Background: an optimization exercise with open tools, aiming at small area, a short achievable clock period and few clock cycles per item. Do not read the settings as production practice.
Only simulation tests tie the RTL to the original design; equivalence was not proved.
Power figures rest on the tool's default switching activity, not on a simulated workload.

## rsdp_tag
module rsdp_tag (
   input          clk,
   input          rst,
   input          start,
   input          csel,
   input          ssel,
   input  [237:0] b,
   input  [237:0] a,
   input  [135:0] y,
   input  [135:0] x,
   input  [6:0]   e,
   output         ready,
   output         done,
   output [6:0]   u
);
Size: about 770 I/O pins, ~0.021 sq mm of cells after synthesis.
export LEC_CHECK = 0
export CAP_MARGIN = 20
export CORE_MARGIN = 2
export CORE_UTILIZATION = 35
export SETUP_SLACK_MARGIN = 4.7
export SLEW_MARGIN = 20
export SYNTH_HIERARCHICAL = 1
export SYNTH_MINIMUM_KEEP_SIZE = 0
create_clock -name core_clock -period 8.0 [get_ports {clk}]
standard.sh (not shown) runs the stock make flow with config.mk's settings and CLKGATE_MAP_FILE= SYNTH_SCRIPT=/design/flow/synth_recipe.tcl, a recipe that flattens the netlist after the stock synthesis.
==> flow/flow/run.sh <==
#!/bin/bash
# Standard ORFS layout (the standard.sh, unchanged synthesis), except:
# - the port buffers that global placement inserts are buf_1 cells instead of
#   the default delay buffers (every input and output port still gets one);
# - clock tree synthesis uses clkbuf_8 leaf buffers, clusters of up to 16
#   sinks and no dummy loads, which makes a smaller clock tree.
set -euo pipefail
export BUFFER_PORTS_ARGS="-buffer_cell sky130_fd_sc_hd__buf_1"
export CTS_ARGS="-sink_clustering_enable -repair_clock_nets -dont_use_dummy_load -buf_list {sky130_fd_sc_hd__clkbuf_8} -sink_clustering_size 16 -sink_clustering_max_diameter 100"
bash standard.sh > orfs_make.log 2>&1
Testbench counts at the start, summed over its fixed seeds: cycles 536, tags 512.
Then changed:
CAP_MARGIN = 0   (was 20)
SLEW_MARGIN = 0   (was 20)
Effect:
- The new run finished clean
- setup slack does not change
- sequential cell count does not change
- via count is unchanged
- die area does not change
- critical path depth is unchanged
- clock skew does not change
- core utilization stays the same
- non-clock buffer count is unchanged
- synthesized area does not change
Then changed:
CAP_MARGIN = 20   (was 0)
SETUP_SLACK_MARGIN = 5   (was 4.7)
SLEW_MARGIN = 20   (was 0)
=> Cell count came out higher by 1.4%. Utilization is higher by 3.0 points. Power climbs by 18%. Hold slack is about the same. Worst setup slack improves by 0.17 ns.
Then changed:
PLACE_DENSITY = 0.75   (was not set)
SETUP_SLACK_MARGIN = 4.7   (was 5)
After rerunning: Synthesized area does not change; clock-buffer cell count stays the same; clock skew is higher by 0.025 ns; total power is lower by 18%; sequential cell count does not change; cell count is lower by 1.4%; cell area is lower by 9.0%; die area does not change; setup slack gets worse by 0.24 ns; via count is lower by 3.6%.


rsdp_tag again, from the RTL that the note above started with.
==> flow/config.mk <==
export PLATFORM = sky130hd
export DESIGN_NAME = rsdp_tag
export DESIGN_NICKNAME = rsdp_tag
export VERILOG_FILES = /design/flow/design.v
export SDC_FILE = /design/flow/constraint.sdc
export NUM_CORES = 4
export LEC_CHECK = 0
export CAP_MARGIN = 20
export CORE_MARGIN = 2
export CORE_UTILIZATION = 39
export GPL_ROUTABILITY_DRIVEN = 0
export SETUP_SLACK_MARGIN = 4.85
export SLEW_MARGIN = 20
export SYNTH_HIERARCHICAL = 1
export SYNTH_MINIMUM_KEEP_SIZE = 0
==> flow/constraint.sdc <==
create_clock -name core_clock -period 8.0 [get_ports {clk}]
set_input_delay 1.6000 -clock core_clock [delete_from_list [all_inputs] [get_ports {clk}]]
set_output_delay 1.6000 -clock core_clock [all_outputs]
set_load 0.01 [all_outputs]
Scripts as last shown in full above: flow/flow/run.sh
Testbench counts at the start, summed over its fixed seeds: cycles 536, tags 512.
Then changed:
Settings changed: CORE_UTILIZATION 39 to 35.
Clock power went up by about 1%.
Count of clock-buffer cells in the layout is unchanged.
Non-clock buffer count went down by 2.
Clock skew went up by 0.022 ns.
Hold slack hardly moves.
Sequential power stays flat.
Worst setup slack is better by 0.10 ns.
Maximum frequency went up by 3.2%.
Core utilization went down by 4.6 points.
Then changed:
Settings changed: GPL_ROUTABILITY_DRIVEN 0 to default, PLACE_DENSITY from default to 0.75, SETUP_SLACK_MARGIN 4.85 to 5.
Clock-buffer cell count stays the same; die area stays the same; clock skew climbs by 0.017 ns; synthesized cell count is unchanged; design area climbs by 10%; wire length climbs by 16%; power climbs by 7.5%; area after synthesis is unchanged; global-route usage climbs by 0.73 points; register-to-register slack loses 0.05 ns.
Then changed:
Settings changed: CORE_AREA from default to 2 2 358 148, CORE_MARGIN 2 to default, CORE_UTILIZATION 35 to default, DIE_AREA from default to 0 0 360 150, PLACE_DENSITY 0.75 to default.
Outcome: Via count shrinks by 4.1%. Routed wire length shrinks by 15%. Power grows by 8.4%. Global-route usage grows by 0.88 points. First-iteration DRC count shrinks by 3.2%.

==> static timing again, ports no longer ideal <==
How much do the figures lean on ideal ports? The routed layouts below were timed once more, with nothing changed but the port constraints.
Step 1, drivers: a clkbuf_16 drives clk and a buf_2 each remaining input, both assumed.
Step 2 also shifts input and output timing later by t, the mid clock arrival at the registers, as if the neighbouring blocks saw the same clock.
Three values: no drivers, after step 1, after step 2; two values: the first two.
run | t (ns) | setup WS [ns] | latest minus earliest clock arrival (ns) | slew at the worst register clock pin (ns) | worst data-port slew with drivers (ns)
the first run of note 1 | 0.623 | 4.751 / 4.786 / 4.163 | 0.036 / 0.036 | 0.11 / 0.11 | 0.15
the second run of note 1 | 0.623 | 4.751 / 4.786 / 4.163 | 0.036 / 0.036 | 0.11 / 0.11 | 0.15
the third run of note 1 | 0.629 | 4.922 / 4.892 / 4.263 | 0.037 / 0.037 | 0.11 / 0.11 | 0.14
the fourth run of note 1 | 0.637 | 4.679 / 4.708 / 4.071 | 0.063 / 0.063 | 0.11 / 0.11 | 0.17
the first run of note 2 | 0.623 | 4.748 / 4.751 / 4.128 | 0.025 / 0.025 | 0.11 / 0.11 | 0.16
the second run of note 2 | 0.639 | 4.848 / 4.852 / 4.213 | 0.047 / 0.048 | 0.12 / 0.12 | 0.12
the third run of note 2 | 0.647 | 4.855 / 4.822 / 4.175 | 0.067 / 0.067 | 0.11 / 0.11 | 0.20
the fourth run of note 2 | 0.619 | 4.747 / 4.747 / 4.377 | 0.057 / 0.058 | 0.12 / 0.12 | 0.09
After both steps setup and hold are still met in every run listed. For the third run of note 2, which loses most, drivers alone change the setup slack by -0.033 ns; drivers and shift together by -0.680 ns.
